Context: an optimization exercise on an open-source flow, tuned for small area, a short achievable clock period and few clock cycles. The choices shown serve that exercise and are no tape-out recipe.
Function was checked by simulation only, so behaviour that the tests miss may differ from the original.
Power and IR drop assume default switching activity.

maple:
==> flow/design.v <==
module vsa16(clock, rst, PC, instruction, ALUOutput, datain, dataout, wr);
    input         clock;
    input         rst;
    output [11:0] PC;
    input  [15:0] instruction;
    output [15:0] ALUOutput;
    input  [15:0] datain;
    output [15:0] dataout;
    output        wr;
    reg [10:0] pc_q;                 
    reg [15:0] R1, R2, R3;           
    reg [15:0] xp;                   
    reg [15:0] xg;                   
    reg [3:0]  xf;                   
    reg        x_we;                 
    reg        x_ld;                 
    reg [1:0]  x_rd;
    reg        wr;                   
    reg [1:0]  x_rs2;                
    assign PC = {pc_q, 1'b0};
    wire [15:0] p = xp;
    wire [15:0] g = xg;
    reg  [15:0] pg, pp;              
    integer     l, k;
    always @(*) begin
        pg = g;
        pp = p;
        for (l = 0; l < 4; l = l + 1)
            for (k = 15; k >= 0; k = k - 1)
                if ((k >> l) & 1) begin
                    pg[k] = pg[k] | (pp[k] & pg[((k >> l) << l) - 1]);
                    pp[k] = pp[k] & pp[((k >> l) << l) - 1];
                end
    end
    wire [15:0] sum = p ^ {pg[14:0], 1'b0};
    assign ALUOutput = sum;
    wire [15:0] res = ({16{xf[0]}} & sum)
                    | ({16{xf[1]}} & g)
                    | ({16{xf[2]}} & p)
                    | ({16{xf[3]}} & {1'b0, xp[15:1]});
    wire [15:0] wdata = x_ld ? datain : res;
    reg [15:0] sd;
    always @(*) begin
        case (x_rs2)
            2'd1: sd = R1;
            2'd2: sd = R2;
            2'd3: sd = R3;
            default: sd = 16'd0;
        endcase
    end
    assign dataout = sd;
    wire [2:0]  op  = instruction[2:0];
    wire [1:0]  rs1 = instruction[4:3];
    wire [1:0]  rs2 = instruction[6:5];
    wire [1:0]  rd  = instruction[8:7];
    wire [2:0]  fn  = instruction[11:9];    
    wire [15:0] imm = {{7{instruction[15]}}, instruction[15:7]};
    wire is_lw   = op == 3'd0;
    wire is_sw   = op == 3'd1;
    wire is_beqz = op == 3'd2;
    wire is_rr   = op == 3'd3;
    wire is_addi = op == 3'd4;
    wire is_subi = op == 3'd5;
    wire fwd1 = x_we && x_rd == rs1;
    wire fwd2 = x_we && x_rd == rs2;
    reg [15:0] A, B;
    always @(*) begin
        if (fwd1) A = wdata;
        else case (rs1)
            2'd1: A = R1;
            2'd2: A = R2;
            2'd3: A = R3;
            default: A = 16'd0;
        endcase
        if (fwd2) B = wdata;
        else case (rs2)
            2'd1: B = R1;
            2'd2: B = R2;
            2'd3: B = R3;
            default: B = 16'd0;
        endcase
    end
    wire        sub  = is_subi | (is_rr & fn == 3'd1);
    wire        srl  = is_rr & fn >= 3'd5;      
    wire [15:0] op2  = is_rr ? B : imm;
    wire [15:0] op2x = srl ? 16'd0 : sub ? ~op2 : op2;
    wire [15:0] pa   = A ^ op2x;
    wire [15:0] ga   = A & op2x;
    wire [3:0]  f    = {is_rr & fn >= 3'd5, is_rr & (fn == 3'd3 | fn == 3'd4), is_rr & (fn == 3'd2 | fn == 3'd3), ~is_rr | fn <= 3'd1};
    wire [1:0] dest = is_rr ? rd : ((is_lw | is_addi | is_subi) ? rs2 : 2'd0);
    reg za;
    always @(*) begin
        if (fwd1) za = wdata == 16'd0;
        else case (rs1)
            2'd1: za = R1 == 16'd0;
            2'd2: za = R2 == 16'd0;
            2'd3: za = R3 == 16'd0;
            default: za = 1'b1;
        endcase
    end
    wire        taken = is_beqz & za;
    wire [10:0] npc   = pc_q + 11'd1;
    wire [10:0] tpc   = pc_q + 11'd1 + imm[10:0];
    always @(posedge clock) begin
        xp    <= {pa[15:1], pa[0] ^ sub};
        xg    <= {ga[15:1], ga[0] | (pa[0] & sub)};
        xf    <= f;
        x_ld  <= is_lw;
        x_rd  <= dest;
        x_rs2 <= rs2;
        if (rst) begin
            pc_q <= 11'd0;
            x_we <= 1'b0;
            wr   <= 1'b0;
        end else begin
            pc_q <= taken ? tpc : npc;
            x_we <= dest != 2'd0;
            wr   <= is_sw;
        end
    end
    always @(posedge clock) begin
        if (rst) begin
            R1 <= 16'd0;
            R2 <= 16'd0;
            R3 <= 16'd0;
        end else if (x_we) begin
            if (x_rd == 2'd1) R1 <= wdata;
            if (x_rd == 2'd2) R2 <= wdata;
            if (x_rd == 2'd3) R3 <= wdata;
        end
    end
endmodule
==> flow/config.mk <==
export PLATFORM = sky130hd
export DESIGN_NAME = vsa16
export DESIGN_NICKNAME = vsa16
export VERILOG_FILES = /design/flow/design.v
export SDC_FILE = /design/flow/constraint.sdc
export NUM_CORES = 4
export LEC_CHECK = 0
export ABC_AREA = 1
export CAP_MARGIN = 20
export CORE_MARGIN = 2
export CORE_UTILIZATION = 40
export CTS_BUF_LIST = sky130_fd_sc_hd__clkbuf_8
export SETUP_SLACK_MARGIN = 3.7
export SLEW_MARGIN = 20
==> flow/constraint.sdc <==
create_clock -name core_clock -period 7.0 [get_ports {clock}]
set_input_delay 1.4000 -clock core_clock [delete_from_list [all_inputs] [get_ports {clock}]]
set_output_delay 1.4000 -clock core_clock [all_outputs]
set_load 0.01 [all_outputs]
standard.sh (not shown) runs the stock make flow with config.mk's settings and CLKGATE_MAP_FILE= SYNTH_SCRIPT=/design/flow/synth_recipe.tcl, a recipe that flattens the netlist after the stock synthesis.
==> flow/flow/run.sh <==
#!/bin/bash
# Standard ORFS layout (the standard.sh, unchanged synthesis), with two
# placement/sizing settings changed:
#  - port buffers are plain buf cells instead of the platform's default
#    delay-buffer choice;
#  - the resizer may swap cells across footprints (MATCH_CELL_FOOTPRINT=0),
#    so port buffers and other cells can be sized to the timing they see.
# Every tool's output is in orfs/logs/ (one log per ORFS step); make's own
# output is in flow_make.log.
set -euo pipefail
bash standard.sh MATCH_CELL_FOOTPRINT=0 \
  "BUFFER_PORTS_ARGS=-buffer_cell sky130_fd_sc_hd__buf_1" \
  finish > flow_make.log 2>&1
Testbench counts of maple, summed over its fixed seeds: cycles 22,626.
What amber does differently from maple at the input level:
- a change of SETUP_SLACK_MARGIN from 3.7 to 3.6
- a change of CORE_UTILIZATION from 40 to 55
Notes after the runs:
On core utilization, the lower figure sits with maple, not amber. Compared to maple, amber has overall routed net length 630 µm lower. NOTE height of the die maple->amber decreased by more than 10%. Diff maple and amber: routed length per instance lower in maple. On setup slack after layout, maple and amber are neck and neck.
## Diff of input files: juniper against amber
- SETUP_SLACK_MARGIN now 3.2, was 3.6
- CORE_UTILIZATION now 40, was 55
Results
- Changes observed in juniper relative to amber: period utilization +2.0 points, register share of total power +1.2 points, combined global-route utilization of all metal layers -7.6 points.
- Looking at first-pass iteration count of the detailed router, juniper sits below amber.
- Clock network fraction of design power, amber and juniper, higher one = amber.
- Area added between synthesis and finish (higher): amber
Input changes introduced in garnet (baseline for comparison: juniper):
- a change of SETUP_SLACK_MARGIN from 3.2 to 3.6
--- outcome ---
- garnet went all the way through the flow, and no timing, DRC or antenna check failed.
- Switching power total: garnet vs juniper up 2.2%
- Required time at the endpoint of the critical path: juniper and garnet compared, higher one is juniper
- First-pass GRT wire length delta (garnet − juniper): unfavourable
Setup changes, garnet to pepper
- SETUP_SLACK_MARGIN: 3.6 -> 3.4
Findings:
The flow did not stop early for pepper: all stages ran, and the layout cleared the timing, DRC and antenna checks.
garnet ran to completion and came out clean on the timing, DRC and antenna checks.
Power drawn by the sequential cells: garnet vs pepper, no meaningful difference
Diff garnet -> pepper: cell area shrank by 2.4%; multi-input combinational area share shows an increase of 0.28 points; data arrival time of the critical path picked up an extra 0.11 ns; logic gate share of total power dropped 0.9 points; cell count decreased by about 0.9% relative to the old numbers.
Compare pepper and garnet | via count lower: pepper
Setup slack: pepper less than garnet
Inputs modified between pepper and violet:
- SETUP_SLACK_MARGIN: 3.4 -> 3.5
Notes after the runs:
On final hold slack, violet and pepper are basically level. Maximum ir drop on the vdd rail improves in violet relative to pepper. Between pepper and violet, the flow reports non-clock buffer count increasing by a little under 10%. Portion of total power attributed to sequential cells, violet and pepper: higher on pepper.

afterwards: timing with drivers on the ports:
How much do the figures lean on ideal ports? The routed layouts below were timed once more, with nothing changed but the port constraints. Step 1 (the two cells are an assumption about what drives the block):
set clk [get_ports {clock}]
set_driving_cell -lib_cell sky130_fd_sc_hd__clkbuf_16 $clk
set_driving_cell -lib_cell sky130_fd_sc_hd__buf_2 [delete_from_list [all_inputs] $clk]
Step 2, shift: input delay + t, output delay - t, t = (earliest + latest rising clock arrival at the registers) / 2. This alone moves slack from input paths to output paths. Slacks: no drivers / after step 1 / after step 2; pairs: no drivers / after step 1.
| run | t, ns | slack for setup (ns) | hold WS [ns] | worst setup path at the end |
|---|---|---|---|---|
| maple | 0.437 | 3.673 / 3.632 / 3.409 | 0.552 / 0.552 / 0.552 | input to register |
| amber | 0.401 | 3.674 / 3.640 / 3.314 | 0.554 / 0.554 / 0.554 | input to register |
| juniper | 0.424 | 3.537 / 3.512 / 3.118 | 0.553 / 0.553 / 0.553 | input to register |
| garnet | 0.427 | 3.671 / 3.632 / 3.329 | 0.555 / 0.555 / 0.555 | input to register |
| pepper | 0.425 | 3.557 / 3.519 / 3.207 | 0.554 / 0.554 / 0.554 | input to register |
| violet | 0.427 | 3.617 / 3.578 / 3.208 | 0.554 / 0.554 / 0.554 | input to register |
After both steps setup and hold are still met in every run listed. The setup slack of juniper, which loses most, moves by -0.025 ns with the drivers and by -0.419 ns with both steps.
